Context: an optimization exercise on an open-source flow, tuned for small area. The choices shown serve that exercise and are no tape-out recipe.
Function was checked by simulation only, so behaviour that the tests miss may differ from the original.
The flow treats the clock pin as an ideal source, which a real chip does not have.

==> design/flow/design.v <==
module add_fa (input wire i_a, input wire i_b, input wire i_c, output wire o_s, output wire o_c);
  assign o_s = i_a ^ i_b ^ i_c;
  assign o_c = (i_a & i_b) | (i_c & (i_a ^ i_b));
endmodule
module add_ha (input wire i_a, input wire i_b, output wire o_s, output wire o_c);
  assign o_s = i_a ^ i_b;
  assign o_c = i_a & i_b;
endmodule
module filt_ppd (
  input  wire               i_rst_an,    
  input  wire               i_ena,       
  input  wire               i_clk,       
  input  wire signed [5:0]  i_data,      
  output wire signed [27:0] o_data,      
  output wire               o_sclk       
);
  localparam [25:0] c_k30 = 26'h2ea0000;
  localparam [25:0] c_k31 = 26'h1600000;
  reg  [4:0]  r_k;
  reg         r_sclk;
  reg  [25:0] r_acc_a;
  reg  [25:0] r_acc_b;
  wire [5:0] w_x = i_data & {6{i_ena}};
  wire [6:0] w_xe = {w_x, 1'b0};
  wire [2:0] w_one, w_two, w_neg, w_nneg;
  genvar i;
  generate
    for (i = 0; i < 3; i = i + 1) begin: g_booth
      assign w_one[i]  = w_xe[2*i+1] ^ w_xe[2*i];
      assign w_two[i]  = (w_xe[2*i+2] & ~w_xe[2*i+1] & ~w_xe[2*i]) |
                         (~w_xe[2*i+2] & w_xe[2*i+1] & w_xe[2*i]);
      assign w_neg[i]  = w_xe[2*i+2];
      assign w_nneg[i] = i_ena & ~w_xe[2*i+2];
    end
  endgenerate
  reg  [4:0] w_k_nxt;
  reg        w_first, w_last, w_rst_st;
  always @(*) begin
    w_k_nxt  = 5'd0;
    w_first  = 1'b0;    
    w_last   = 1'b0;    
    w_rst_st = 1'b0;    
    case (r_k)
      5'd0: begin w_k_nxt = 5'd30; w_last = 1'b1; end
      5'd1: begin w_k_nxt = 5'd0; end
      5'd2: begin w_k_nxt = 5'd1; end
      5'd3: begin w_k_nxt = 5'd2; end
      5'd4: begin w_k_nxt = 5'd3; end
      5'd5: begin w_k_nxt = 5'd4; end
      5'd6: begin w_k_nxt = 5'd5; end
      5'd7: begin w_k_nxt = 5'd6; end
      5'd8: begin w_k_nxt = 5'd7; end
      5'd9: begin w_k_nxt = 5'd8; end
      5'd10: begin w_k_nxt = 5'd9; end
      5'd11: begin w_k_nxt = 5'd10; end
      5'd12: begin w_k_nxt = 5'd11; end
      5'd13: begin w_k_nxt = 5'd12; end
      5'd14: begin w_k_nxt = 5'd13; end
      5'd15: begin w_k_nxt = 5'd14; end
      5'd16: begin w_k_nxt = 5'd15; end
      5'd17: begin w_k_nxt = 5'd16; end
      5'd18: begin w_k_nxt = 5'd17; end
      5'd19: begin w_k_nxt = 5'd18; end
      5'd20: begin w_k_nxt = 5'd19; end
      5'd21: begin w_k_nxt = 5'd20; end
      5'd22: begin w_k_nxt = 5'd21; end
      5'd23: begin w_k_nxt = 5'd22; end
      5'd24: begin w_k_nxt = 5'd23; end
      5'd25: begin w_k_nxt = 5'd24; end
      5'd26: begin w_k_nxt = 5'd25; end
      5'd27: begin w_k_nxt = 5'd26; end
      5'd28: begin w_k_nxt = 5'd27; end
      5'd29: begin w_k_nxt = 5'd28; end
      5'd30: begin w_k_nxt = 5'd29; w_first = 1'b1; end
      5'd31: begin w_k_nxt = 5'd30; w_first = 1'b1; w_rst_st = 1'b1; end
      default: ;
    endcase
  end
  wire        w_sel    = i_ena & w_first;
  wire [25:0] w_base_a = w_sel ? r_acc_b : r_acc_a;
  wire [25:0] w_base_b = w_sel ? (w_rst_st ? c_k31 : c_k30) : r_acc_b;
  wire [25:0] w_acc_a, w_acc_b;
  reg [14:0] ma_h;
  always @(*)
    case (r_k)
      5'd0: ma_h = 15'd483;
      5'd1: ma_h = 15'd616;
      5'd2: ma_h = 15'd819;
      5'd3: ma_h = 15'd1120;
      5'd4: ma_h = 15'd1542;
      5'd5: ma_h = 15'd2109;
      5'd6: ma_h = 15'd2840;
      5'd7: ma_h = 15'd3750;
      5'd8: ma_h = 15'd4846;
      5'd9: ma_h = 15'd6133;
      5'd10: ma_h = 15'd7606;
      5'd11: ma_h = 15'd9255;
      5'd12: ma_h = 15'd11062;
      5'd13: ma_h = 15'd13002;
      5'd14: ma_h = 15'd15045;
      5'd15: ma_h = 15'd17156;
      5'd16: ma_h = 15'd19293;
      5'd17: ma_h = 15'd21414;
      5'd18: ma_h = 15'd23473;
      5'd19: ma_h = 15'd25425;
      5'd20: ma_h = 15'd27224;
      5'd21: ma_h = 15'd28827;
      5'd22: ma_h = 15'd30197;
      5'd23: ma_h = 15'd31300;
      5'd24: ma_h = 15'd32108;
      5'd25: ma_h = 15'd32601;
      5'd26: ma_h = 15'd32767;
      5'd27: ma_h = 15'd32601;
      5'd28: ma_h = 15'd32108;
      5'd29: ma_h = 15'd31300;
      5'd30: ma_h = 15'd30197;
      5'd31: ma_h = 15'd0;
      default: ma_h = 15'd0;
    endcase
  wire ma_pp0_0 = ((w_one[0] & ma_h[0])) ^ w_neg[0];
  wire ma_pp0_1 = ((w_one[0] & ma_h[1]) | (w_two[0] & ma_h[0])) ^ w_neg[0];
  wire ma_pp0_2 = ((w_one[0] & ma_h[2]) | (w_two[0] & ma_h[1])) ^ w_neg[0];
  wire ma_pp0_3 = ((w_one[0] & ma_h[3]) | (w_two[0] & ma_h[2])) ^ w_neg[0];
  wire ma_pp0_4 = ((w_one[0] & ma_h[4]) | (w_two[0] & ma_h[3])) ^ w_neg[0];
  wire ma_pp0_5 = ((w_one[0] & ma_h[5]) | (w_two[0] & ma_h[4])) ^ w_neg[0];
  wire ma_pp0_6 = ((w_one[0] & ma_h[6]) | (w_two[0] & ma_h[5])) ^ w_neg[0];
  wire ma_pp0_7 = ((w_one[0] & ma_h[7]) | (w_two[0] & ma_h[6])) ^ w_neg[0];
  wire ma_pp0_8 = ((w_one[0] & ma_h[8]) | (w_two[0] & ma_h[7])) ^ w_neg[0];
  wire ma_pp0_9 = ((w_one[0] & ma_h[9]) | (w_two[0] & ma_h[8])) ^ w_neg[0];
  wire ma_pp0_10 = ((w_one[0] & ma_h[10]) | (w_two[0] & ma_h[9])) ^ w_neg[0];
  wire ma_pp0_11 = ((w_one[0] & ma_h[11]) | (w_two[0] & ma_h[10])) ^ w_neg[0];
  wire ma_pp0_12 = ((w_one[0] & ma_h[12]) | (w_two[0] & ma_h[11])) ^ w_neg[0];
  wire ma_pp0_13 = ((w_one[0] & ma_h[13]) | (w_two[0] & ma_h[12])) ^ w_neg[0];
  wire ma_pp0_14 = ((w_one[0] & ma_h[14]) | (w_two[0] & ma_h[13])) ^ w_neg[0];
  wire ma_pp0_15 = ((w_two[0] & ma_h[14])) ^ w_neg[0];
  wire ma_pp1_0 = ((w_one[1] & ma_h[0])) ^ w_neg[1];
  wire ma_pp1_1 = ((w_one[1] & ma_h[1]) | (w_two[1] & ma_h[0])) ^ w_neg[1];
  wire ma_pp1_2 = ((w_one[1] & ma_h[2]) | (w_two[1] & ma_h[1])) ^ w_neg[1];
  wire ma_pp1_3 = ((w_one[1] & ma_h[3]) | (w_two[1] & ma_h[2])) ^ w_neg[1];
  wire ma_pp1_4 = ((w_one[1] & ma_h[4]) | (w_two[1] & ma_h[3])) ^ w_neg[1];
  wire ma_pp1_5 = ((w_one[1] & ma_h[5]) | (w_two[1] & ma_h[4])) ^ w_neg[1];
  wire ma_pp1_6 = ((w_one[1] & ma_h[6]) | (w_two[1] & ma_h[5])) ^ w_neg[1];
  wire ma_pp1_7 = ((w_one[1] & ma_h[7]) | (w_two[1] & ma_h[6])) ^ w_neg[1];
  wire ma_pp1_8 = ((w_one[1] & ma_h[8]) | (w_two[1] & ma_h[7])) ^ w_neg[1];
  wire ma_pp1_9 = ((w_one[1] & ma_h[9]) | (w_two[1] & ma_h[8])) ^ w_neg[1];
  wire ma_pp1_10 = ((w_one[1] & ma_h[10]) | (w_two[1] & ma_h[9])) ^ w_neg[1];
  wire ma_pp1_11 = ((w_one[1] & ma_h[11]) | (w_two[1] & ma_h[10])) ^ w_neg[1];
  wire ma_pp1_12 = ((w_one[1] & ma_h[12]) | (w_two[1] & ma_h[11])) ^ w_neg[1];
  wire ma_pp1_13 = ((w_one[1] & ma_h[13]) | (w_two[1] & ma_h[12])) ^ w_neg[1];
  wire ma_pp1_14 = ((w_one[1] & ma_h[14]) | (w_two[1] & ma_h[13])) ^ w_neg[1];
  wire ma_pp1_15 = ((w_two[1] & ma_h[14])) ^ w_neg[1];
  wire ma_pp2_0 = ((w_one[2] & ma_h[0])) ^ w_neg[2];
  wire ma_pp2_1 = ((w_one[2] & ma_h[1]) | (w_two[2] & ma_h[0])) ^ w_neg[2];
  wire ma_pp2_2 = ((w_one[2] & ma_h[2]) | (w_two[2] & ma_h[1])) ^ w_neg[2];
  wire ma_pp2_3 = ((w_one[2] & ma_h[3]) | (w_two[2] & ma_h[2])) ^ w_neg[2];
  wire ma_pp2_4 = ((w_one[2] & ma_h[4]) | (w_two[2] & ma_h[3])) ^ w_neg[2];
  wire ma_pp2_5 = ((w_one[2] & ma_h[5]) | (w_two[2] & ma_h[4])) ^ w_neg[2];
  wire ma_pp2_6 = ((w_one[2] & ma_h[6]) | (w_two[2] & ma_h[5])) ^ w_neg[2];
  wire ma_pp2_7 = ((w_one[2] & ma_h[7]) | (w_two[2] & ma_h[6])) ^ w_neg[2];
  wire ma_pp2_8 = ((w_one[2] & ma_h[8]) | (w_two[2] & ma_h[7])) ^ w_neg[2];
  wire ma_pp2_9 = ((w_one[2] & ma_h[9]) | (w_two[2] & ma_h[8])) ^ w_neg[2];
  wire ma_pp2_10 = ((w_one[2] & ma_h[10]) | (w_two[2] & ma_h[9])) ^ w_neg[2];
  wire ma_pp2_11 = ((w_one[2] & ma_h[11]) | (w_two[2] & ma_h[10])) ^ w_neg[2];
  wire ma_pp2_12 = ((w_one[2] & ma_h[12]) | (w_two[2] & ma_h[11])) ^ w_neg[2];
  wire ma_pp2_13 = ((w_one[2] & ma_h[13]) | (w_two[2] & ma_h[12])) ^ w_neg[2];
  wire ma_pp2_14 = ((w_one[2] & ma_h[14]) | (w_two[2] & ma_h[13])) ^ w_neg[2];
  wire ma_pp2_15 = ((w_two[2] & ma_h[14])) ^ w_neg[2];
  wire ma_w1, ma_w2;
  add_fa u_ma_w1 (.i_a(w_base_a[0]), .i_b(w_neg[0]), .i_c(ma_pp0_0), .o_s(ma_w1), .o_c(ma_w2));
  wire ma_w3, ma_w4;
  add_fa u_ma_w3 (.i_a(w_base_a[1]), .i_b(ma_pp0_1), .i_c(ma_w2), .o_s(ma_w3), .o_c(ma_w4));
  wire ma_w5, ma_w6;
  add_fa u_ma_w5 (.i_a(w_base_a[2]), .i_b(w_neg[1]), .i_c(ma_pp0_2), .o_s(ma_w5), .o_c(ma_w6));
  wire ma_w7, ma_w8;
  add_fa u_ma_w7 (.i_a(ma_pp1_0), .i_b(ma_w5), .i_c(ma_w4), .o_s(ma_w7), .o_c(ma_w8));
  wire ma_w9, ma_w10;
  add_fa u_ma_w9 (.i_a(w_base_a[3]), .i_b(ma_pp0_3), .i_c(ma_pp1_1), .o_s(ma_w9), .o_c(ma_w10));
  wire ma_w11, ma_w12;
  add_fa u_ma_w11 (.i_a(ma_w6), .i_b(ma_w9), .i_c(ma_w8), .o_s(ma_w11), .o_c(ma_w12));
  wire ma_w13, ma_w14;
  add_fa u_ma_w13 (.i_a(w_base_a[4]), .i_b(w_neg[2]), .i_c(ma_pp0_4), .o_s(ma_w13), .o_c(ma_w14));
  wire ma_w15, ma_w16;
  add_fa u_ma_w15 (.i_a(ma_pp1_2), .i_b(ma_pp2_0), .i_c(ma_w10), .o_s(ma_w15), .o_c(ma_w16));
  wire ma_w17, ma_w18;
  add_fa u_ma_w17 (.i_a(ma_w13), .i_b(ma_w15), .i_c(ma_w12), .o_s(ma_w17), .o_c(ma_w18));
  wire ma_w19, ma_w20;
  add_fa u_ma_w19 (.i_a(w_base_a[5]), .i_b(ma_pp0_5), .i_c(ma_pp1_3), .o_s(ma_w19), .o_c(ma_w20));
  wire ma_w21, ma_w22;
  add_fa u_ma_w21 (.i_a(ma_pp2_1), .i_b(ma_w14), .i_c(ma_w19), .o_s(ma_w21), .o_c(ma_w22));
  wire ma_w23, ma_w24;
  add_fa u_ma_w23 (.i_a(ma_w16), .i_b(ma_w21), .i_c(ma_w18), .o_s(ma_w23), .o_c(ma_w24));
  wire ma_w25, ma_w26;
  add_fa u_ma_w25 (.i_a(w_base_a[6]), .i_b(ma_pp0_6), .i_c(ma_pp1_4), .o_s(ma_w25), .o_c(ma_w26));
  wire ma_w27, ma_w28;
  add_fa u_ma_w27 (.i_a(ma_pp2_2), .i_b(ma_w20), .i_c(ma_w25), .o_s(ma_w27), .o_c(ma_w28));
  wire ma_w29, ma_w30;
  add_fa u_ma_w29 (.i_a(ma_w22), .i_b(ma_w27), .i_c(ma_w24), .o_s(ma_w29), .o_c(ma_w30));
  wire ma_w31, ma_w32;
  add_fa u_ma_w31 (.i_a(w_base_a[7]), .i_b(ma_pp0_7), .i_c(ma_pp1_5), .o_s(ma_w31), .o_c(ma_w32));
  wire ma_w33, ma_w34;
  add_fa u_ma_w33 (.i_a(ma_pp2_3), .i_b(ma_w26), .i_c(ma_w31), .o_s(ma_w33), .o_c(ma_w34));
  wire ma_w35, ma_w36;
  add_fa u_ma_w35 (.i_a(ma_w28), .i_b(ma_w33), .i_c(ma_w30), .o_s(ma_w35), .o_c(ma_w36));
  wire ma_w37, ma_w38;
  add_fa u_ma_w37 (.i_a(w_base_a[8]), .i_b(ma_pp0_8), .i_c(ma_pp1_6), .o_s(ma_w37), .o_c(ma_w38));
  wire ma_w39, ma_w40;
  add_fa u_ma_w39 (.i_a(ma_pp2_4), .i_b(ma_w32), .i_c(ma_w37), .o_s(ma_w39), .o_c(ma_w40));
  wire ma_w41, ma_w42;
  add_fa u_ma_w41 (.i_a(ma_w34), .i_b(ma_w39), .i_c(ma_w36), .o_s(ma_w41), .o_c(ma_w42));
  wire ma_w43, ma_w44;
  add_fa u_ma_w43 (.i_a(w_base_a[9]), .i_b(ma_pp0_9), .i_c(ma_pp1_7), .o_s(ma_w43), .o_c(ma_w44));
  wire ma_w45, ma_w46;
  add_fa u_ma_w45 (.i_a(ma_pp2_5), .i_b(ma_w38), .i_c(ma_w43), .o_s(ma_w45), .o_c(ma_w46));
  wire ma_w47, ma_w48;
  add_fa u_ma_w47 (.i_a(ma_w40), .i_b(ma_w45), .i_c(ma_w42), .o_s(ma_w47), .o_c(ma_w48));
  wire ma_w49, ma_w50;
  add_fa u_ma_w49 (.i_a(w_base_a[10]), .i_b(ma_pp0_10), .i_c(ma_pp1_8), .o_s(ma_w49), .o_c(ma_w50));
  wire ma_w51, ma_w52;
  add_fa u_ma_w51 (.i_a(ma_pp2_6), .i_b(ma_w44), .i_c(ma_w49), .o_s(ma_w51), .o_c(ma_w52));
  wire ma_w53, ma_w54;
  add_fa u_ma_w53 (.i_a(ma_w46), .i_b(ma_w51), .i_c(ma_w48), .o_s(ma_w53), .o_c(ma_w54));
  wire ma_w55, ma_w56;
  add_fa u_ma_w55 (.i_a(w_base_a[11]), .i_b(ma_pp0_11), .i_c(ma_pp1_9), .o_s(ma_w55), .o_c(ma_w56));
  wire ma_w57, ma_w58;
  add_fa u_ma_w57 (.i_a(ma_pp2_7), .i_b(ma_w50), .i_c(ma_w55), .o_s(ma_w57), .o_c(ma_w58));
  wire ma_w59, ma_w60;
  add_fa u_ma_w59 (.i_a(ma_w52), .i_b(ma_w57), .i_c(ma_w54), .o_s(ma_w59), .o_c(ma_w60));
  wire ma_w61, ma_w62;
  add_fa u_ma_w61 (.i_a(w_base_a[12]), .i_b(ma_pp0_12), .i_c(ma_pp1_10), .o_s(ma_w61), .o_c(ma_w62));
  wire ma_w63, ma_w64;
  add_fa u_ma_w63 (.i_a(ma_pp2_8), .i_b(ma_w56), .i_c(ma_w61), .o_s(ma_w63), .o_c(ma_w64));
  wire ma_w65, ma_w66;
  add_fa u_ma_w65 (.i_a(ma_w58), .i_b(ma_w63), .i_c(ma_w60), .o_s(ma_w65), .o_c(ma_w66));
  wire ma_w67, ma_w68;
  add_fa u_ma_w67 (.i_a(w_base_a[13]), .i_b(ma_pp0_13), .i_c(ma_pp1_11), .o_s(ma_w67), .o_c(ma_w68));
  wire ma_w69, ma_w70;
  add_fa u_ma_w69 (.i_a(ma_pp2_9), .i_b(ma_w62), .i_c(ma_w67), .o_s(ma_w69), .o_c(ma_w70));
  wire ma_w71, ma_w72;
  add_fa u_ma_w71 (.i_a(ma_w64), .i_b(ma_w69), .i_c(ma_w66), .o_s(ma_w71), .o_c(ma_w72));
  wire ma_w73, ma_w74;
  add_fa u_ma_w73 (.i_a(w_base_a[14]), .i_b(ma_pp0_14), .i_c(ma_pp1_12), .o_s(ma_w73), .o_c(ma_w74));
  wire ma_w75, ma_w76;
  add_fa u_ma_w75 (.i_a(ma_pp2_10), .i_b(ma_w68), .i_c(ma_w73), .o_s(ma_w75), .o_c(ma_w76));
  wire ma_w77, ma_w78;
  add_fa u_ma_w77 (.i_a(ma_w70), .i_b(ma_w75), .i_c(ma_w72), .o_s(ma_w77), .o_c(ma_w78));
  wire ma_w79, ma_w80;
  add_fa u_ma_w79 (.i_a(w_base_a[15]), .i_b(ma_pp0_15), .i_c(ma_pp1_13), .o_s(ma_w79), .o_c(ma_w80));
  wire ma_w81, ma_w82;
  add_fa u_ma_w81 (.i_a(ma_pp2_11), .i_b(ma_w74), .i_c(ma_w79), .o_s(ma_w81), .o_c(ma_w82));
  wire ma_w83, ma_w84;
  add_fa u_ma_w83 (.i_a(ma_w76), .i_b(ma_w81), .i_c(ma_w78), .o_s(ma_w83), .o_c(ma_w84));
  wire ma_w85, ma_w86;
  add_fa u_ma_w85 (.i_a(w_base_a[16]), .i_b(w_nneg[0]), .i_c(ma_pp1_14), .o_s(ma_w85), .o_c(ma_w86));
  wire ma_w87, ma_w88;
  add_fa u_ma_w87 (.i_a(ma_pp2_12), .i_b(ma_w80), .i_c(ma_w85), .o_s(ma_w87), .o_c(ma_w88));
  wire ma_w89, ma_w90;
  add_fa u_ma_w89 (.i_a(ma_w82), .i_b(ma_w87), .i_c(ma_w84), .o_s(ma_w89), .o_c(ma_w90));
  wire ma_w91, ma_w92;
  add_fa u_ma_w91 (.i_a(w_base_a[17]), .i_b(ma_pp1_15), .i_c(ma_pp2_13), .o_s(ma_w91), .o_c(ma_w92));
  wire ma_w93, ma_w94;
  add_fa u_ma_w93 (.i_a(ma_w86), .i_b(ma_w91), .i_c(ma_w88), .o_s(ma_w93), .o_c(ma_w94));
  wire ma_w95, ma_w96;
  add_ha u_ma_w95 (.i_a(ma_w93), .i_b(ma_w90), .o_s(ma_w95), .o_c(ma_w96));
  wire ma_w97, ma_w98;
  add_fa u_ma_w97 (.i_a(w_base_a[18]), .i_b(w_nneg[1]), .i_c(ma_pp2_14), .o_s(ma_w97), .o_c(ma_w98));
  wire ma_w99, ma_w100;
  add_fa u_ma_w99 (.i_a(ma_w92), .i_b(ma_w97), .i_c(ma_w94), .o_s(ma_w99), .o_c(ma_w100));
  wire ma_w101, ma_w102;
  add_ha u_ma_w101 (.i_a(ma_w99), .i_b(ma_w96), .o_s(ma_w101), .o_c(ma_w102));
  wire ma_w103, ma_w104;
  add_fa u_ma_w103 (.i_a(w_base_a[19]), .i_b(ma_pp2_15), .i_c(ma_w98), .o_s(ma_w103), .o_c(ma_w104));
  wire ma_w105, ma_w106;
  add_fa u_ma_w105 (.i_a(ma_w103), .i_b(ma_w100), .i_c(ma_w102), .o_s(ma_w105), .o_c(ma_w106));
  wire ma_w107, ma_w108;
  add_fa u_ma_w107 (.i_a(w_base_a[20]), .i_b(w_nneg[2]), .i_c(ma_w104), .o_s(ma_w107), .o_c(ma_w108));
  wire ma_w109, ma_w110;
  add_ha u_ma_w109 (.i_a(ma_w107), .i_b(ma_w106), .o_s(ma_w109), .o_c(ma_w110));
  wire ma_w111, ma_w112;
  add_fa u_ma_w111 (.i_a(w_base_a[21]), .i_b(ma_w108), .i_c(ma_w110), .o_s(ma_w111), .o_c(ma_w112));
  wire ma_w113, ma_w114;
  add_ha u_ma_w113 (.i_a(w_base_a[22]), .i_b(ma_w112), .o_s(ma_w113), .o_c(ma_w114));
  wire ma_w115, ma_w116;
  add_ha u_ma_w115 (.i_a(w_base_a[23]), .i_b(ma_w114), .o_s(ma_w115), .o_c(ma_w116));
  wire ma_w117, ma_w118;
  add_ha u_ma_w117 (.i_a(w_base_a[24]), .i_b(ma_w116), .o_s(ma_w117), .o_c(ma_w118));
  wire ma_w119 = w_base_a[25] ^ ma_w118;
  assign w_acc_a = {ma_w119, ma_w117, ma_w115, ma_w113, ma_w111, ma_w109, ma_w105, ma_w101, ma_w95, ma_w89, ma_w83, ma_w77, ma_w71, ma_w65, ma_w59, ma_w53, ma_w47, ma_w41, ma_w35, ma_w29, ma_w23, ma_w17, ma_w11, ma_w7, ma_w3, ma_w1};
  reg [14:0] mb_h;
  always @(*)
    case (r_k)
      5'd0: mb_h = 15'd28827;
      5'd1: mb_h = 15'd27224;
      5'd2: mb_h = 15'd25425;
      5'd3: mb_h = 15'd23473;
      5'd4: mb_h = 15'd21414;
      5'd5: mb_h = 15'd19293;
      5'd6: mb_h = 15'd17156;
      5'd7: mb_h = 15'd15045;
      5'd8: mb_h = 15'd13002;
      5'd9: mb_h = 15'd11062;
      5'd10: mb_h = 15'd9255;
      5'd11: mb_h = 15'd7606;
      5'd12: mb_h = 15'd6133;
      5'd13: mb_h = 15'd4846;
      5'd14: mb_h = 15'd3750;
      5'd15: mb_h = 15'd2840;
      5'd16: mb_h = 15'd2109;
      5'd17: mb_h = 15'd1542;
      5'd18: mb_h = 15'd1120;
      5'd19: mb_h = 15'd819;
      5'd20: mb_h = 15'd616;
      5'd21: mb_h = 15'd483;
      5'd22: mb_h = 15'd0;
      5'd23: mb_h = 15'd0;
      5'd24: mb_h = 15'd0;
      5'd25: mb_h = 15'd0;
      5'd26: mb_h = 15'd0;
      5'd27: mb_h = 15'd0;
      5'd28: mb_h = 15'd0;
      5'd29: mb_h = 15'd0;
      5'd30: mb_h = 15'd0;
      5'd31: mb_h = 15'd0;
      default: mb_h = 15'd0;
    endcase
  wire mb_pp0_0 = ((w_one[0] & mb_h[0])) ^ w_neg[0];
  wire mb_pp0_1 = ((w_one[0] & mb_h[1]) | (w_two[0] & mb_h[0])) ^ w_neg[0];
  wire mb_pp0_2 = ((w_one[0] & mb_h[2]) | (w_two[0] & mb_h[1])) ^ w_neg[0];
  wire mb_pp0_3 = ((w_one[0] & mb_h[3]) | (w_two[0] & mb_h[2])) ^ w_neg[0];
  wire mb_pp0_4 = ((w_one[0] & mb_h[4]) | (w_two[0] & mb_h[3])) ^ w_neg[0];
  wire mb_pp0_5 = ((w_one[0] & mb_h[5]) | (w_two[0] & mb_h[4])) ^ w_neg[0];
  wire mb_pp0_6 = ((w_one[0] & mb_h[6]) | (w_two[0] & mb_h[5])) ^ w_neg[0];
  wire mb_pp0_7 = ((w_one[0] & mb_h[7]) | (w_two[0] & mb_h[6])) ^ w_neg[0];
  wire mb_pp0_8 = ((w_one[0] & mb_h[8]) | (w_two[0] & mb_h[7])) ^ w_neg[0];
  wire mb_pp0_9 = ((w_one[0] & mb_h[9]) | (w_two[0] & mb_h[8])) ^ w_neg[0];
  wire mb_pp0_10 = ((w_one[0] & mb_h[10]) | (w_two[0] & mb_h[9])) ^ w_neg[0];
  wire mb_pp0_11 = ((w_one[0] & mb_h[11]) | (w_two[0] & mb_h[10])) ^ w_neg[0];
  wire mb_pp0_12 = ((w_one[0] & mb_h[12]) | (w_two[0] & mb_h[11])) ^ w_neg[0];
  wire mb_pp0_13 = ((w_one[0] & mb_h[13]) | (w_two[0] & mb_h[12])) ^ w_neg[0];
  wire mb_pp0_14 = ((w_one[0] & mb_h[14]) | (w_two[0] & mb_h[13])) ^ w_neg[0];
  wire mb_pp0_15 = ((w_two[0] & mb_h[14])) ^ w_neg[0];
  wire mb_pp1_0 = ((w_one[1] & mb_h[0])) ^ w_neg[1];
  wire mb_pp1_1 = ((w_one[1] & mb_h[1]) | (w_two[1] & mb_h[0])) ^ w_neg[1];
  wire mb_pp1_2 = ((w_one[1] & mb_h[2]) | (w_two[1] & mb_h[1])) ^ w_neg[1];
  wire mb_pp1_3 = ((w_one[1] & mb_h[3]) | (w_two[1] & mb_h[2])) ^ w_neg[1];
  wire mb_pp1_4 = ((w_one[1] & mb_h[4]) | (w_two[1] & mb_h[3])) ^ w_neg[1];
  wire mb_pp1_5 = ((w_one[1] & mb_h[5]) | (w_two[1] & mb_h[4])) ^ w_neg[1];
  wire mb_pp1_6 = ((w_one[1] & mb_h[6]) | (w_two[1] & mb_h[5])) ^ w_neg[1];
  wire mb_pp1_7 = ((w_one[1] & mb_h[7]) | (w_two[1] & mb_h[6])) ^ w_neg[1];
  wire mb_pp1_8 = ((w_one[1] & mb_h[8]) | (w_two[1] & mb_h[7])) ^ w_neg[1];
  wire mb_pp1_9 = ((w_one[1] & mb_h[9]) | (w_two[1] & mb_h[8])) ^ w_neg[1];
  wire mb_pp1_10 = ((w_one[1] & mb_h[10]) | (w_two[1] & mb_h[9])) ^ w_neg[1];
  wire mb_pp1_11 = ((w_one[1] & mb_h[11]) | (w_two[1] & mb_h[10])) ^ w_neg[1];
  wire mb_pp1_12 = ((w_one[1] & mb_h[12]) | (w_two[1] & mb_h[11])) ^ w_neg[1];
  wire mb_pp1_13 = ((w_one[1] & mb_h[13]) | (w_two[1] & mb_h[12])) ^ w_neg[1];
  wire mb_pp1_14 = ((w_one[1] & mb_h[14]) | (w_two[1] & mb_h[13])) ^ w_neg[1];
  wire mb_pp1_15 = ((w_two[1] & mb_h[14])) ^ w_neg[1];
  wire mb_pp2_0 = ((w_one[2] & mb_h[0])) ^ w_neg[2];
  wire mb_pp2_1 = ((w_one[2] & mb_h[1]) | (w_two[2] & mb_h[0])) ^ w_neg[2];
  wire mb_pp2_2 = ((w_one[2] & mb_h[2]) | (w_two[2] & mb_h[1])) ^ w_neg[2];
  wire mb_pp2_3 = ((w_one[2] & mb_h[3]) | (w_two[2] & mb_h[2])) ^ w_neg[2];
  wire mb_pp2_4 = ((w_one[2] & mb_h[4]) | (w_two[2] & mb_h[3])) ^ w_neg[2];
  wire mb_pp2_5 = ((w_one[2] & mb_h[5]) | (w_two[2] & mb_h[4])) ^ w_neg[2];
  wire mb_pp2_6 = ((w_one[2] & mb_h[6]) | (w_two[2] & mb_h[5])) ^ w_neg[2];
  wire mb_pp2_7 = ((w_one[2] & mb_h[7]) | (w_two[2] & mb_h[6])) ^ w_neg[2];
  wire mb_pp2_8 = ((w_one[2] & mb_h[8]) | (w_two[2] & mb_h[7])) ^ w_neg[2];
  wire mb_pp2_9 = ((w_one[2] & mb_h[9]) | (w_two[2] & mb_h[8])) ^ w_neg[2];
  wire mb_pp2_10 = ((w_one[2] & mb_h[10]) | (w_two[2] & mb_h[9])) ^ w_neg[2];
  wire mb_pp2_11 = ((w_one[2] & mb_h[11]) | (w_two[2] & mb_h[10])) ^ w_neg[2];
  wire mb_pp2_12 = ((w_one[2] & mb_h[12]) | (w_two[2] & mb_h[11])) ^ w_neg[2];
  wire mb_pp2_13 = ((w_one[2] & mb_h[13]) | (w_two[2] & mb_h[12])) ^ w_neg[2];
  wire mb_pp2_14 = ((w_one[2] & mb_h[14]) | (w_two[2] & mb_h[13])) ^ w_neg[2];
  wire mb_pp2_15 = ((w_two[2] & mb_h[14])) ^ w_neg[2];
  wire mb_w1, mb_w2;
  add_fa u_mb_w1 (.i_a(w_base_b[0]), .i_b(w_neg[0]), .i_c(mb_pp0_0), .o_s(mb_w1), .o_c(mb_w2));
  wire mb_w3, mb_w4;
  add_fa u_mb_w3 (.i_a(w_base_b[1]), .i_b(mb_pp0_1), .i_c(mb_w2), .o_s(mb_w3), .o_c(mb_w4));
  wire mb_w5, mb_w6;
  add_fa u_mb_w5 (.i_a(w_base_b[2]), .i_b(w_neg[1]), .i_c(mb_pp0_2), .o_s(mb_w5), .o_c(mb_w6));
  wire mb_w7, mb_w8;
  add_fa u_mb_w7 (.i_a(mb_pp1_0), .i_b(mb_w5), .i_c(mb_w4), .o_s(mb_w7), .o_c(mb_w8));
  wire mb_w9, mb_w10;
  add_fa u_mb_w9 (.i_a(w_base_b[3]), .i_b(mb_pp0_3), .i_c(mb_pp1_1), .o_s(mb_w9), .o_c(mb_w10));
  wire mb_w11, mb_w12;
  add_fa u_mb_w11 (.i_a(mb_w6), .i_b(mb_w9), .i_c(mb_w8), .o_s(mb_w11), .o_c(mb_w12));
  wire mb_w13, mb_w14;
  add_fa u_mb_w13 (.i_a(w_base_b[4]), .i_b(w_neg[2]), .i_c(mb_pp0_4), .o_s(mb_w13), .o_c(mb_w14));
  wire mb_w15, mb_w16;
  add_fa u_mb_w15 (.i_a(mb_pp1_2), .i_b(mb_pp2_0), .i_c(mb_w10), .o_s(mb_w15), .o_c(mb_w16));
  wire mb_w17, mb_w18;
  add_fa u_mb_w17 (.i_a(mb_w13), .i_b(mb_w15), .i_c(mb_w12), .o_s(mb_w17), .o_c(mb_w18));
  wire mb_w19, mb_w20;
  add_fa u_mb_w19 (.i_a(w_base_b[5]), .i_b(mb_pp0_5), .i_c(mb_pp1_3), .o_s(mb_w19), .o_c(mb_w20));
  wire mb_w21, mb_w22;
  add_fa u_mb_w21 (.i_a(mb_pp2_1), .i_b(mb_w14), .i_c(mb_w19), .o_s(mb_w21), .o_c(mb_w22));
  wire mb_w23, mb_w24;
  add_fa u_mb_w23 (.i_a(mb_w16), .i_b(mb_w21), .i_c(mb_w18), .o_s(mb_w23), .o_c(mb_w24));
  wire mb_w25, mb_w26;
  add_fa u_mb_w25 (.i_a(w_base_b[6]), .i_b(mb_pp0_6), .i_c(mb_pp1_4), .o_s(mb_w25), .o_c(mb_w26));
  wire mb_w27, mb_w28;
  add_fa u_mb_w27 (.i_a(mb_pp2_2), .i_b(mb_w20), .i_c(mb_w25), .o_s(mb_w27), .o_c(mb_w28));
  wire mb_w29, mb_w30;
  add_fa u_mb_w29 (.i_a(mb_w22), .i_b(mb_w27), .i_c(mb_w24), .o_s(mb_w29), .o_c(mb_w30));
  wire mb_w31, mb_w32;
  add_fa u_mb_w31 (.i_a(w_base_b[7]), .i_b(mb_pp0_7), .i_c(mb_pp1_5), .o_s(mb_w31), .o_c(mb_w32));
  wire mb_w33, mb_w34;
  add_fa u_mb_w33 (.i_a(mb_pp2_3), .i_b(mb_w26), .i_c(mb_w31), .o_s(mb_w33), .o_c(mb_w34));
  wire mb_w35, mb_w36;
  add_fa u_mb_w35 (.i_a(mb_w28), .i_b(mb_w33), .i_c(mb_w30), .o_s(mb_w35), .o_c(mb_w36));
  wire mb_w37, mb_w38;
  add_fa u_mb_w37 (.i_a(w_base_b[8]), .i_b(mb_pp0_8), .i_c(mb_pp1_6), .o_s(mb_w37), .o_c(mb_w38));
  wire mb_w39, mb_w40;
  add_fa u_mb_w39 (.i_a(mb_pp2_4), .i_b(mb_w32), .i_c(mb_w37), .o_s(mb_w39), .o_c(mb_w40));
  wire mb_w41, mb_w42;
  add_fa u_mb_w41 (.i_a(mb_w34), .i_b(mb_w39), .i_c(mb_w36), .o_s(mb_w41), .o_c(mb_w42));
  wire mb_w43, mb_w44;
  add_fa u_mb_w43 (.i_a(w_base_b[9]), .i_b(mb_pp0_9), .i_c(mb_pp1_7), .o_s(mb_w43), .o_c(mb_w44));
  wire mb_w45, mb_w46;
  add_fa u_mb_w45 (.i_a(mb_pp2_5), .i_b(mb_w38), .i_c(mb_w43), .o_s(mb_w45), .o_c(mb_w46));
  wire mb_w47, mb_w48;
  add_fa u_mb_w47 (.i_a(mb_w40), .i_b(mb_w45), .i_c(mb_w42), .o_s(mb_w47), .o_c(mb_w48));
  wire mb_w49, mb_w50;
  add_fa u_mb_w49 (.i_a(w_base_b[10]), .i_b(mb_pp0_10), .i_c(mb_pp1_8), .o_s(mb_w49), .o_c(mb_w50));
  wire mb_w51, mb_w52;
  add_fa u_mb_w51 (.i_a(mb_pp2_6), .i_b(mb_w44), .i_c(mb_w49), .o_s(mb_w51), .o_c(mb_w52));
  wire mb_w53, mb_w54;
  add_fa u_mb_w53 (.i_a(mb_w46), .i_b(mb_w51), .i_c(mb_w48), .o_s(mb_w53), .o_c(mb_w54));
  wire mb_w55, mb_w56;
  add_fa u_mb_w55 (.i_a(w_base_b[11]), .i_b(mb_pp0_11), .i_c(mb_pp1_9), .o_s(mb_w55), .o_c(mb_w56));
  wire mb_w57, mb_w58;
  add_fa u_mb_w57 (.i_a(mb_pp2_7), .i_b(mb_w50), .i_c(mb_w55), .o_s(mb_w57), .o_c(mb_w58));
  wire mb_w59, mb_w60;
  add_fa u_mb_w59 (.i_a(mb_w52), .i_b(mb_w57), .i_c(mb_w54), .o_s(mb_w59), .o_c(mb_w60));
  wire mb_w61, mb_w62;
  add_fa u_mb_w61 (.i_a(w_base_b[12]), .i_b(mb_pp0_12), .i_c(mb_pp1_10), .o_s(mb_w61), .o_c(mb_w62));
  wire mb_w63, mb_w64;
  add_fa u_mb_w63 (.i_a(mb_pp2_8), .i_b(mb_w56), .i_c(mb_w61), .o_s(mb_w63), .o_c(mb_w64));
  wire mb_w65, mb_w66;
  add_fa u_mb_w65 (.i_a(mb_w58), .i_b(mb_w63), .i_c(mb_w60), .o_s(mb_w65), .o_c(mb_w66));
  wire mb_w67, mb_w68;
  add_fa u_mb_w67 (.i_a(w_base_b[13]), .i_b(mb_pp0_13), .i_c(mb_pp1_11), .o_s(mb_w67), .o_c(mb_w68));
  wire mb_w69, mb_w70;
  add_fa u_mb_w69 (.i_a(mb_pp2_9), .i_b(mb_w62), .i_c(mb_w67), .o_s(mb_w69), .o_c(mb_w70));
  wire mb_w71, mb_w72;
  add_fa u_mb_w71 (.i_a(mb_w64), .i_b(mb_w69), .i_c(mb_w66), .o_s(mb_w71), .o_c(mb_w72));
  wire mb_w73, mb_w74;
  add_fa u_mb_w73 (.i_a(w_base_b[14]), .i_b(mb_pp0_14), .i_c(mb_pp1_12), .o_s(mb_w73), .o_c(mb_w74));
  wire mb_w75, mb_w76;
  add_fa u_mb_w75 (.i_a(mb_pp2_10), .i_b(mb_w68), .i_c(mb_w73), .o_s(mb_w75), .o_c(mb_w76));
  wire mb_w77, mb_w78;
  add_fa u_mb_w77 (.i_a(mb_w70), .i_b(mb_w75), .i_c(mb_w72), .o_s(mb_w77), .o_c(mb_w78));
  wire mb_w79, mb_w80;
  add_fa u_mb_w79 (.i_a(w_base_b[15]), .i_b(mb_pp0_15), .i_c(mb_pp1_13), .o_s(mb_w79), .o_c(mb_w80));
  wire mb_w81, mb_w82;
  add_fa u_mb_w81 (.i_a(mb_pp2_11), .i_b(mb_w74), .i_c(mb_w79), .o_s(mb_w81), .o_c(mb_w82));
  wire mb_w83, mb_w84;
  add_fa u_mb_w83 (.i_a(mb_w76), .i_b(mb_w81), .i_c(mb_w78), .o_s(mb_w83), .o_c(mb_w84));
  wire mb_w85, mb_w86;
  add_fa u_mb_w85 (.i_a(w_base_b[16]), .i_b(w_nneg[0]), .i_c(mb_pp1_14), .o_s(mb_w85), .o_c(mb_w86));
  wire mb_w87, mb_w88;
  add_fa u_mb_w87 (.i_a(mb_pp2_12), .i_b(mb_w80), .i_c(mb_w85), .o_s(mb_w87), .o_c(mb_w88));
  wire mb_w89, mb_w90;
  add_fa u_mb_w89 (.i_a(mb_w82), .i_b(mb_w87), .i_c(mb_w84), .o_s(mb_w89), .o_c(mb_w90));
  wire mb_w91, mb_w92;
  add_fa u_mb_w91 (.i_a(w_base_b[17]), .i_b(mb_pp1_15), .i_c(mb_pp2_13), .o_s(mb_w91), .o_c(mb_w92));
  wire mb_w93, mb_w94;
  add_fa u_mb_w93 (.i_a(mb_w86), .i_b(mb_w91), .i_c(mb_w88), .o_s(mb_w93), .o_c(mb_w94));
  wire mb_w95, mb_w96;
  add_ha u_mb_w95 (.i_a(mb_w93), .i_b(mb_w90), .o_s(mb_w95), .o_c(mb_w96));
  wire mb_w97, mb_w98;
  add_fa u_mb_w97 (.i_a(w_base_b[18]), .i_b(w_nneg[1]), .i_c(mb_pp2_14), .o_s(mb_w97), .o_c(mb_w98));
  wire mb_w99, mb_w100;
  add_fa u_mb_w99 (.i_a(mb_w92), .i_b(mb_w97), .i_c(mb_w94), .o_s(mb_w99), .o_c(mb_w100));
  wire mb_w101, mb_w102;
  add_ha u_mb_w101 (.i_a(mb_w99), .i_b(mb_w96), .o_s(mb_w101), .o_c(mb_w102));
  wire mb_w103, mb_w104;
  add_fa u_mb_w103 (.i_a(w_base_b[19]), .i_b(mb_pp2_15), .i_c(mb_w98), .o_s(mb_w103), .o_c(mb_w104));
  wire mb_w105, mb_w106;
  add_fa u_mb_w105 (.i_a(mb_w103), .i_b(mb_w100), .i_c(mb_w102), .o_s(mb_w105), .o_c(mb_w106));
  wire mb_w107, mb_w108;
  add_fa u_mb_w107 (.i_a(w_base_b[20]), .i_b(w_nneg[2]), .i_c(mb_w104), .o_s(mb_w107), .o_c(mb_w108));
  wire mb_w109, mb_w110;
  add_ha u_mb_w109 (.i_a(mb_w107), .i_b(mb_w106), .o_s(mb_w109), .o_c(mb_w110));
  wire mb_w111, mb_w112;
  add_fa u_mb_w111 (.i_a(w_base_b[21]), .i_b(mb_w108), .i_c(mb_w110), .o_s(mb_w111), .o_c(mb_w112));
  wire mb_w113, mb_w114;
  add_ha u_mb_w113 (.i_a(w_base_b[22]), .i_b(mb_w112), .o_s(mb_w113), .o_c(mb_w114));
  wire mb_w115, mb_w116;
  add_ha u_mb_w115 (.i_a(w_base_b[23]), .i_b(mb_w114), .o_s(mb_w115), .o_c(mb_w116));
  wire mb_w117, mb_w118;
  add_ha u_mb_w117 (.i_a(w_base_b[24]), .i_b(mb_w116), .o_s(mb_w117), .o_c(mb_w118));
  wire mb_w119 = w_base_b[25] ^ mb_w118;
  assign w_acc_b = {mb_w119, mb_w117, mb_w115, mb_w113, mb_w111, mb_w109, mb_w105, mb_w101, mb_w95, mb_w89, mb_w83, mb_w77, mb_w71, mb_w65, mb_w59, mb_w53, mb_w47, mb_w41, mb_w35, mb_w29, mb_w23, mb_w17, mb_w11, mb_w7, mb_w3, mb_w1};
  always @(posedge i_clk or negedge i_rst_an)
    if (!i_rst_an) begin
      r_k    <= 5'd31;
      r_sclk <= 1'b0;
    end else begin
      if (i_ena)
        r_k <= w_k_nxt;
      r_sclk <= i_ena & w_last;
    end
  always @(posedge i_clk) begin
    r_acc_a <= w_acc_a;
    r_acc_b <= w_acc_b;
  end
  assign o_data = {{2{r_acc_a[25]}}, r_acc_a};
  assign o_sclk = r_sclk;
endmodule
==> design/flow/flow/run.sh <==
#!/bin/bash
# Own layout flow: the standard synthesis, then an area re-mapping of the
# combinational logic between the registers and adder cells (registers, full
# and half adders are kept as they are, with their names), then the standard flow's
# standard layout with smaller port buffers and a clock tree without dummy loads.
# Each tool's full output goes to a log file of its own in this folder.
set -euo pipefail
W=$(pwd)
export PLATFORM_LIB=$FLOW_HOME/platforms/$FLOW_PLATFORM/lib/sky130_fd_sc_hd__tt_025C_1v80.lib
R=$W/orfs/results/$FLOW_PLATFORM/filt_ppd/base
L=$W/orfs/logs/$FLOW_PLATFORM/filt_ppd/base

# 1. standard synthesis
bash standard.sh synth > $W/log_1_synth.log 2>&1

# 2. re-map the combinational logic for area
cp $R/1_2_yosys.v $W/synth_standard.v
DONT_USE=$(grep -o -- '-dont_use [^ ]*' $L/1_2_yosys.log | sort -u | tr '\n' ' ')
python3 $W/flow/prep.py $W/synth_standard.v $W/synth_prep.v > $W/log_2_prep.log 2>&1
export REOPT_IN=$W/synth_prep.v
export REOPT_OUT=$W/synth_reopt.v
export REOPT_DONT_USE="$DONT_USE"
export REOPT_SCRIPT=$W/flow/abc_area.script
yosys -c $W/flow/reopt.tcl > $W/log_2_reopt.log 2>&1
cp $W/synth_reopt.v $R/1_2_yosys.v
rm -f $R/1_synth.odb $R/1_synth.sdc

# 3. layout
bash standard.sh finish \
  "BUFFER_PORTS_ARGS=-buffer_cell sky130_fd_sc_hd__buf_1" \
  "CTS_ARGS=-sink_clustering_enable -repair_clock_nets -dont_use_dummy_load -buf_list sky130_fd_sc_hd__clkbuf_8 -sink_clustering_size 30 -sink_clustering_max_diameter 150" \
  > $W/log_3_layout.log 2>&1
==> design/flow/flow/abc_area.script <==
strash
&get -n
&deepsyn -T 30
&put
dch -f
amap
topo
==> design/flow/flow/prep.py <==
#!/usr/bin/env python3
"""Turn adder cells of the standard synthesis netlist that have an unused output
into the plain gate they reduce to, so that the re-mapping can optimise them:
half adder without SUM -> and2, half adder without COUT -> xor2,
full adder without SUM -> maj3, full adder without COUT -> xor3.
Usage: prep.py IN.v OUT.v"""
import re, sys
from collections import Counter

src = open(sys.argv[1]).read()
inst_re = re.compile(r'(sky130_fd_sc_hd__(?:ha|fa)_\d)\s+(\S+)\s*\((.*?)\);', re.S)
pin_re = re.compile(r'\.(\w+)\(\s*([^()]*?)\s*\)')

# every net reference: pin connections, assigns and port declarations
refs = Counter(n for _, n in pin_re.findall(src))
for m in re.finditer(r'^\s*(?:output|assign)\b(.*?);', src, re.S | re.M):
    for tok in re.findall(r'\\\S+|[A-Za-z_][\w$]*(?:\s*\[\d+\])?', m.group(1)):
        refs[tok.strip()] += 1
outputs = set()
for m in re.finditer(r'^\s*output\b(.*?);', src, re.S | re.M):
    outputs.update(t.strip() for t in re.findall(r'\\\S+|[A-Za-z_][\w$]*', m.group(1)))

changed = Counter()
def repl(m):
    typ, name, body = m.groups()
    pins = dict(pin_re.findall(body))
    used = lambda p: p in pins and pins[p] != '' and (refs[pins[p]] > 1 or pins[p] in outputs)
    ins = [pins[p] for p in ('A', 'B', 'CIN') if p in pins]
    if 'ha_' in typ:
        if not used('SUM') and used('COUT'):
            new, out = 'sky130_fd_sc_hd__and2_1', pins['COUT']
        elif not used('COUT') and used('SUM'):
            new, out = 'sky130_fd_sc_hd__xor2_1', pins['SUM']
        else:
            return m.group(0)
        conn = [f".A({ins[0]} )", f".B({ins[1]} )", f".X({out} )"]
    else:
        if not used('SUM') and used('COUT'):
            new, out, o = 'sky130_fd_sc_hd__maj3_1', pins['COUT'], 'X'
        elif not used('COUT') and used('SUM'):
            new, out, o = 'sky130_fd_sc_hd__xor3_1', pins['SUM'], 'X'
        else:
            return m.group(0)
        conn = [f".A({ins[0]} )", f".B({ins[1]} )", f".C({ins[2]} )", f".{o}({out} )"]
    changed[new] += 1
    return f"{new} {name} (\n    " + ",\n    ".join(conn) + "\n  );"

out = inst_re.sub(repl, src)
open(sys.argv[2], 'w').write(out)
print("prep:", dict(changed))
==> design/flow/flow/reopt.tcl <==
# Re-map the combinational logic of the standard synthesis netlist for area.
# Registers, full and half adders stay as they are (blackboxes, same instance names).
yosys -import
set lib $::env(PLATFORM_LIB)
read_liberty -ignore_miss_func $lib
read_verilog $::env(REOPT_IN)
hierarchy -top $::env(FLOW_TOP)
setattr -mod -set blackbox 1 sky130_fd_sc_hd__fa_* sky130_fd_sc_hd__ha_* sky130_fd_sc_hd__df*
tee -o $::env(REOPT_OUT).before.stat stat -liberty $lib
flatten
yosys rename -hide w:*.*
hierarchy -top $::env(FLOW_TOP)
opt_clean -purge
abc -liberty $lib {*}$::env(REOPT_DONT_USE) -script $::env(REOPT_SCRIPT)
read_liberty -lib -ignore_redef $lib
setundef -zero
splitnets
opt_clean -purge
hilomap -singleton -hicell sky130_fd_sc_hd__conb_1 HI -locell sky130_fd_sc_hd__conb_1 LO
insbuf -buf sky130_fd_sc_hd__buf_1 A X
opt_clean -purge
check -assert
tee -o $::env(REOPT_OUT).after.stat stat -liberty $lib
write_verilog -noattr -nohex -nodec $::env(REOPT_OUT)
==> design/flow/standard.sh <==
#!/bin/bash
# synth_recipe.tcl (not shown) runs the flow's synth.tcl, then flattens the netlist and writes it again
# the make line also repeats each setting of config.mk as NAME=value (left out here)
make -C /OpenROAD-flow-scripts/flow DESIGN_CONFIG=/design/flow/config.mk WORK_HOME=/design/flow/orfs CLKGATE_MAP_FILE= SYNTH_SCRIPT=/design/flow/synth_recipe.tcl "${@:-finish}"
==> design/flow/config.mk <==
export PLATFORM = sky130hd
export DESIGN_NAME = filt_ppd
export DESIGN_NICKNAME = filt_ppd
export VERILOG_FILES = /design/flow/design.v
export SDC_FILE = /design/flow/constraint.sdc
export NUM_CORES = 4
export LEC_CHECK = 0
export CAP_MARGIN = 20
export CORE_MARGIN = 2
export CORE_UTILIZATION = 40
export SLEW_MARGIN = 20
export SYNTH_HIERARCHICAL = 1
export SYNTH_MINIMUM_KEEP_SIZE = 0
==> design/flow/constraint.sdc <==
create_clock -name core_clock -period 25.0 [get_ports {i_clk}]
set_input_delay 5.0000 -clock core_clock [delete_from_list [all_inputs] [get_ports {i_clk}]]
set_output_delay 5.0000 -clock core_clock [all_outputs]
set_load 0.01 [all_outputs]
==> results of run 1 <==
## layout make-up
class / instances / area (µm²) / share of cell area, %
clock buffer: 9 / 124 / 1.78
inverter: 60 / 225 / 3.23
multi-input combinational: 637 / 4900 / 70.3
sequential: 58 / 1200 / 17.2
tap: 211 / 264 / 3.79
timing repair buffer: 53 / 259 / 3.72
## path summary, 6_finish.rpt
check | depth (start not counted) | startpoint | slack, ns | to
setup / recovery | 33 | i_ena | 9.67 | r_acc_a[25]
min in group asynchronous | 1 | i_rst_an | 4.52 | r_sclk
hold reg to reg | 2 | r_acc_b[25] | 0.58 | r_acc_a[25]
hold / removal | 2 | r_acc_b[25] | 0.58 | r_acc_a[25]
max in group asynchronous | 1 | i_rst_an | 20.18 | r_k[1]
setup reg to reg | 32 | r_k[2] | 13.11 | r_acc_a[25]
## cells in the final DEF, fill, tap and decap left out
cell,instances
nand3_1,4
a21o_1,1
clkinv_1,60
nor2b_4,1
nor3_1,11
dfstp_2,5
o31ai_1,2
or2_0,4
a2111oi_1,1
a32o_1,1
o32a_1,1
nor4_1,2
o21a_1,3
o32ai_1,2
clkbuf_8,9
o22a_1,3
a221o_1,8
or3_1,2
nor2_1,201
o311ai_0,1
a211oi_1,4
and2_0,1
fa_1,106
o22ai_2,2
ha_1,14
o221ai_1,9
nor3_2,1
o22ai_1,68
a21oi_1,87
buf_4,16
nand2_1,39
a22oi_2,1
a222oi_1,1
o21ai_0,37
a31oi_1,8
dfrtp_1,1
dfxtp_1,52
a22oi_1,11
buf_1,37
## layer usage
| metal | up-vias | wire, µm |
|---|---|---|
| met1 | 2764 | 8060 |
| li1 | 2804 | - |
| met4 | 0 | 643 |
| met3 | 41 | 1240 |
| met5 | - | 0 |
| met2 | 220 | 8640 |
## sequential cells by signal, summed over array words and instances, names as in the netlist
register	flops
r_acc_a	26
r_acc_b	26
r_k	5
r_sclk	1
## worst max-delay path, delay by kind of cell
family / cells / cell delay [ns]
buffers and inverters: 3 / 1.09
AOI/OAI and AO/OA: 4 / 0.62
and+or+nand+nor: 3 / 0.90
adders and majority gates: 23 / 7.94
## per-stage QoR
stage | cells | setup slack (ns) | area (µm²) | utilization [%]
2_1_floorplan | 757 | 6.71 | 6290 | -
3_3_place_gp | 1019 | 9.43 | 6840 | 44.7
3_5_place_dp | 1019 | 9.17 | 6840 | 44.7
4_1_cts | 1028 | 9.60 | 6970 | 45.5
5_1_grt | 1028 | 9.17 | 6970 | 45.5
6_report | 1028 | 9.67 | 6970 | 45.5
==> metrics.md, run 1 <==
| Metric | Value |
|---|---|
| Status | complete, no violations |
| Detailed-route wire length | around 19000 µm |
| Overflow after GRT | 0 |
| Post-cts hold buffer count | 0 |
| CTS Buf Count | 9 |
| Worst-Margin Slew | approximately 0.91 ns |
| Max-slew violation count | 0 |
| Final Cycle Share | about three fifths |
| Via density | 5.67 |
| CP max stage cell | nor2_1 |
| Mean routed wirelength per cell | 18.1 µm |
| Final ANT Viol Nets | 0 |
| First-pass GRT wire length | 31000 µm |
| Worst skew pair latency | 0.36 ns |
| Met2 Use GR | a little under two fifths |
| Io pins | 38 |
| CP most frequent cell | fa_1 |
| Max-Cap Viols | 0 |
| Min Tclk post-route | 15.33 ns |
| Largest fanout on the critical path | 30 |
| Die Area | 16800 µm² |
| Max transition margin | 39.1% |
| Yosys warning count | 7 |
| Post-layout net count | ~950 |
| Total nets after synthesis | 886 |
| Sink Count | 58 |
| CTS tree | built |
| WS Path Type | in -> reg |
| Pre-antenna DRT Iters | 6 |
| Clock Skews | between 0.02 and 0.025 ns |
| WP data required | 25.26 ns |
| Via count | a little under 6000 |
| Share of cells above drive strength 1 | 4.28% |
| Height of the chip | 129 µm |
| Fillers | roughly 1500 |
| Initial Util | 41.1% |
| Setup TNS | 0 ns |
| Drt drc | 0 |
| Final HPWL DP | between 10000 and 15000 µm |
| GPL Wtd Cong | 1.02 |
| Max Clk Rate | 0.0652 GHz |
| Largest net degree at the start of global routing | 68 |
| CP arrival | between 15 and 20 ns |
| Final Setup Violations | 0 |
| Vias in the first global route | ~5800 |
| RSZ-0062 raised after global routing | no |
| CTS clk-pin slew, worst paths | 0.08 ns |
| N_diodes | 0 |
| Area delta synth->final | 10.7% |
| Worst Setup End Kind | flop |
| CTS root buffer | clkbuf_8 |
| Post-Syn Area per Cell | 8.32 µm² |
| Setup crit start kind | primary input |
| Setup Buffers After CTS | 0 |
| H-tree depth | 3 |
| Die Width | around 130 µm |
| Input/output buffers | 37 |
| Met1 Use GR | 32.6% |
| Row count | 45 |
| Post-Syn Area | 6290 µm² |
| GRT busiest layer | met2 |
| Hold Crit Class | reg -> reg |
| Slowest stage delay, CP | 0.78 ns |
| Core area | 15300 µm² |
| Final hold vios | 0 |
| GRT Total Usage | between 20% and 30% |
| Starting DRT DRC Count | approximately 440 |
| Antenna violations before repair | 0 |
| CTS resizes | 0 |
| Met3 global-route usage | under 10% |
| Syn Inst Count | 757 |
| Final hold slack | 0.579 ns |
| CTS Buffer Depth | 2 |
==> inputs of run 2 (changes only) <==
--- a/design/flow/flow/run.sh
+++ b/design/flow/flow/run.sh
@@ -3,4 +3,6 @@
 # combinational logic between the registers and adder cells (registers, full
-# and half adders are kept as they are, with their names), then the standard flow's
-# standard layout with smaller port buffers and a clock tree without dummy loads.
+# and half adders are kept as they are, with their names; adder cells with an
+# unused output become the plain gate they reduce to), then the standard
+# layout with smaller port buffers, a clock tree without dummy loads, and
+# smaller leaf clock buffers where the clock slew allows.
 # Each tool's full output goes to a log file of its own in this folder.
@@ -27,6 +29,11 @@
 
-# 3. layout
-bash standard.sh finish \
-  "BUFFER_PORTS_ARGS=-buffer_cell sky130_fd_sc_hd__buf_1" \
-  "CTS_ARGS=-sink_clustering_enable -repair_clock_nets -dont_use_dummy_load -buf_list sky130_fd_sc_hd__clkbuf_8 -sink_clustering_size 30 -sink_clustering_max_diameter 150" \
-  > $W/log_3_layout.log 2>&1
+# 3. layout up to the clock tree
+ARGS=("BUFFER_PORTS_ARGS=-buffer_cell sky130_fd_sc_hd__buf_1"
+      "CTS_ARGS=-sink_clustering_enable -repair_clock_nets -dont_use_dummy_load -buf_list sky130_fd_sc_hd__clkbuf_8 -sink_clustering_size 30 -sink_clustering_max_diameter 150")
+bash standard.sh "${ARGS[@]}" cts > $W/log_3_layout_cts.log 2>&1
+
+# 4. smaller leaf clock buffers where the clock pins they drive keep a low slew
+RESULTS=$R CLK_SLEW_LIMIT=0.095 openroad -no_init -exit $W/flow/clk_resize.tcl > $W/log_4_clk_resize.log 2>&1
+
+# 5. rest of the layout
+bash standard.sh "${ARGS[@]}" finish > $W/log_5_layout.log 2>&1
==> design/flow/flow/clk_resize.tcl (new file) <==
# Downsize leaf clock buffers of the clock tree where the flip-flop clock pins
# they drive keep a small slew (placement parasitics), then save the database.
set r $::env(RESULTS)
read_db $r/4_cts.odb
read_liberty $::env(PLATFORM_LIB)
read_sdc $r/4_cts.sdc
source $::env(FLOW_HOME)/platforms/$::env(FLOW_PLATFORM)/setRC.tcl
set_propagated_clock [all_clocks]
set limit $::env(CLK_SLEW_LIMIT)
proc sink_slew {inst} {
  set mx 0
  set out [get_pins -of_objects [get_cells $inst] -filter "direction == output"]
  foreach p [get_pins -of_objects [get_nets -of_objects $out] -filter "direction == input"] {
    set s [get_property $p slew_max]
    if {$s > $mx} { set mx $s }
  }
  return $mx
}
estimate_parasitics -placement
foreach inst [get_cells clkbuf_*] {
  set name [get_full_name $inst]
  set old [get_property $inst ref_name]
  # leaves only: buffers that drive no other clock buffer
  set out [get_pins -of_objects $inst -filter "direction == output"]
  set drives_buf 0
  foreach p [get_pins -of_objects [get_nets -of_objects $out] -filter "direction == input"] {
    if {[string match "clkbuf_*" [get_full_name [get_cells -of_objects $p]]]} { set drives_buf 1 }
  }
  if {$drives_buf} { continue }
  foreach cand {sky130_fd_sc_hd__clkbuf_2 sky130_fd_sc_hd__clkbuf_4} {
    if {$cand == $old} { break }
    replace_cell $name $cand
    estimate_parasitics -placement
    set s [sink_slew $name]
    if {$s <= $limit} {
      puts "clk_resize: $name $old -> $cand (sink slew [format %.3f $s])"
      break
    }
    replace_cell $name $old
    estimate_parasitics -placement
  }
}
set mx 0
foreach p [get_pins -hierarchical */CLK*] { set s [get_property $p slew_max]; if {$s > $mx} {set mx $s} }
puts "clk_resize: max flip-flop clock slew [format %.3f $mx]"
write_db $r/4_cts.odb
--- a/design/flow/config.mk
+++ b/design/flow/config.mk
@@ -7,6 +7,7 @@
 export LEC_CHECK = 0
-export CAP_MARGIN = 20
+export CAP_MARGIN = 0
 export CORE_MARGIN = 2
 export CORE_UTILIZATION = 40
-export SLEW_MARGIN = 20
+export GPL_TIMING_DRIVEN = 0
+export SLEW_MARGIN = 0
 export SYNTH_HIERARCHICAL = 1
==> run 2 against run 1 <==
Routed wire length about the same. Still clean on timing, DRC and antenna. Via count is 0.24% lower. Fmax fell by 2.7%. Critical path depth unchanged. Die area unchanged. Final area about the same. Largest cell class unchanged. Register-to-register slack got worse by 0.31 ns.
==> metrics.md, run 2 <==
| Metric | Value |
|---|---|
| Status | complete, no violations |
| Hold Crit Class | reg -> reg |
| Worst Setup End Kind | flop |
| Yosys warning count | 7 |
| Dpl cell area | 6880 µm² |
| CTS root buffer | clkbuf_8 |
| Worst skew pair latency | 0.36 ns |
| Syn Inst Count | 757 |
| GPL Wtd Cong | just under 1 |
| Largest fanout on the critical path | 18 |
| Overflow after GRT | 0 |
| DRT met1 WL | 8300 µm |
| Total nets after synthesis | approximately 890 |
| Commonest non-fill, non-tap cells in the layout | 200 x nor2_1, 106 x fa_1, 87 x a21oi_1 |
| Final hold vios | 0 |
| Setup Buffers After CTS | 0 |
| First-pass GRT wire length | about 30000 µm |
| CTS tree | built |
| Fillers | 1579 |
| Max-slew violation count | 0 |
| RSZ-0062 raised after global routing | no |
| Die Width | ~130 µm |
| Post-Syn Area | 6290 µm² |
| Input/output buffers | 37 |
| Via count | 5815 |
| N_diodes | 0 |
| Vias in the first global route | 5678 |
| CP max stage cell | nor2_1 |
| Metal2 WL | 8650 µm |
| Min Tclk post-route | approximately 16 ns |
| H-tree depth | 3 |
| Starting DRT DRC Count | 483 |
| Setup crit start kind | primary input |
| CTS Buffer Depth | 2 |
| Initial Util | 41.1% |
| Die Area | 16800 µm² |
| Max transition margin | 16.0% |
| CTS resizes | 0 |
| Final Cycle Share | 63.0% |
| Antenna violations before repair | 0 |
| Dpl ws | 8.77 ns |
| Setup TNS | 0 ns |
| GRT Total Usage | 23.7% |
| Final HPWL DP | 14600 µm |
| Post-Syn Area per Cell | just over 8 µm² |
| CP arrival | 15.98 ns |
| Met3 routed WL | 1250 µm |
| Max Clk Rate | between 0.06 and 0.07 GHz |
| Io pins | 38 |
| CP most frequent cell | fa_1 |
| Max-Cap Viols | 0 |
| Final hold slack | roughly 0.60 ns |
| Core area | ~15000 µm² |
| CTS Buf Count | 9 |
| Largest regs | r_acc_a x26, r_acc_b x26, r_k x5 |
| Worst-Margin Slew | 1.25 ns |
| Row count | 45 |
| CTS clk-pin slew, worst paths | approximately 0.07 ns |
| Max layer used | met4 |
| Area delta synth->final | 10.8% |
| Via density | 5.67 |
| Detailed-route wire length | 18600 µm |
| Largest net degree at the start of global routing | 59 |
| WP data required | 25.22 ns |
| Slowest stage delay, CP | 0.82 ns |
| Final Setup Violations | 0 |
| Share of cells above drive strength 1 | 4.05% |
| Final ANT Viol Nets | 0 |
| Clock Skews | 0.0218 ns |
| Commonest non-fill, non-tap cell in the layout | nor2_1 |
| Mean routed wirelength per cell | 18.1 µm |
| WS Path Type | in -> reg |
| Sink Count | 58 |
| Worst Slack Setup Final | between 9 and 10 ns |
| Height of the chip | approximately 130 µm |
| Design area | between 6000 and 7000 µm² |
| Drt drc | 0 |
| Post-layout net count | roughly 950 |
| Post-cts hold buffer count | 0 |
| Pre-antenna DRT Iters | 6 |
==> run 2: through the flow <==
| step | utilization [%] | instances |
|---|---|---|
| after global placement | 43.7 | 1005 |
| final | 45.5 | 1025 |
| after CTS | 45.7 | 1025 |
| after floorplan | - | 757 |
| after global routing | 45.5 | 1025 |
| after detailed placement | 44.9 | 1016 |
==> run 2: area by class of cell <==
| cell class | count | area, µm² | share of cell area [%] |
|---|---|---|---|
| inverter | 60 | 226 | 3.25 |
| clock buffer | 9 | 92.6 | 1.33 |
| sequential | 58 | 1200 | 17.2 |
| timing repair buffer | 48 | 280 | 4.02 |
| multi-input combinational | 637 | 4900 | 70.3 |
| tap | 211 | 264 | 3.79 |
| buffer | 2 | 7.51 | 0.108 |
==> run 2: worst paths after layout <==
kind,from,cells after the start,slack [ns],endpoint
worst max-delay path,i_ena,33,9.24,r_acc_b[25]
worst min-delay path,r_acc_b[24],2,0.60,r_acc_b[24]
worst max register to register,r_k[2],32,12.80,r_acc_a[25]
worst min register to register,r_acc_b[24],2,0.60,r_acc_b[24]
max in group asynchronous,i_rst_an,1,20.22,r_k[3]
min in group asynchronous,i_rst_an,1,4.50,r_sclk
==> run 2: worst max-delay path: cells and delay by family <==
family | cells | cell delay (ns)
adder cells (fa/ha/maj) | 23 | 7.88
buffers and inverters | 3 | 1.17
AO/OA/AOI/OAI | 4 | 0.97
AND/OR/NAND/NOR | 3 | 0.94
==> run 2: per-layer routing <==
layer  GRT usage, %  up-vias
met2           37.4      248
li1               -     2802
met4           7.02        0
met1           33.9     2745
met5              0        -
met3           3.76       20

## separate check: timing with driven ports
In the flow no input, the clock included, has a driving cell. The finished layouts below were timed again as built, in two steps.
Step 1 (the two cells are an assumption about what drives the block):
set clk [get_ports {i_clk}]
set_driving_cell -lib_cell sky130_fd_sc_hd__clkbuf_16 $clk
set_driving_cell -lib_cell sky130_fd_sc_hd__buf_2 [delete_from_list [all_inputs] $clk]
Step 2, shift: input delay + t, output delay - t, t = (earliest + latest rising clock arrival at the registers) / 2. This alone moves slack from input paths to output paths.
Slacks: ideal / step 1 / step 2; pairs: ideal / step 1.
run | t, ns | slack for setup (ns) | cell pins on the clock port's net
run 1 | 0.389 | 9.672 / 9.682 / 9.293 | 1
run 2 | 0.383 | 9.241 / 9.252 / 8.869 | 1
After both steps setup and hold are still met in every run listed. The setup slack of run 1, which loses most, moves by +0.010 ns with the drivers and by -0.379 ns with both steps.
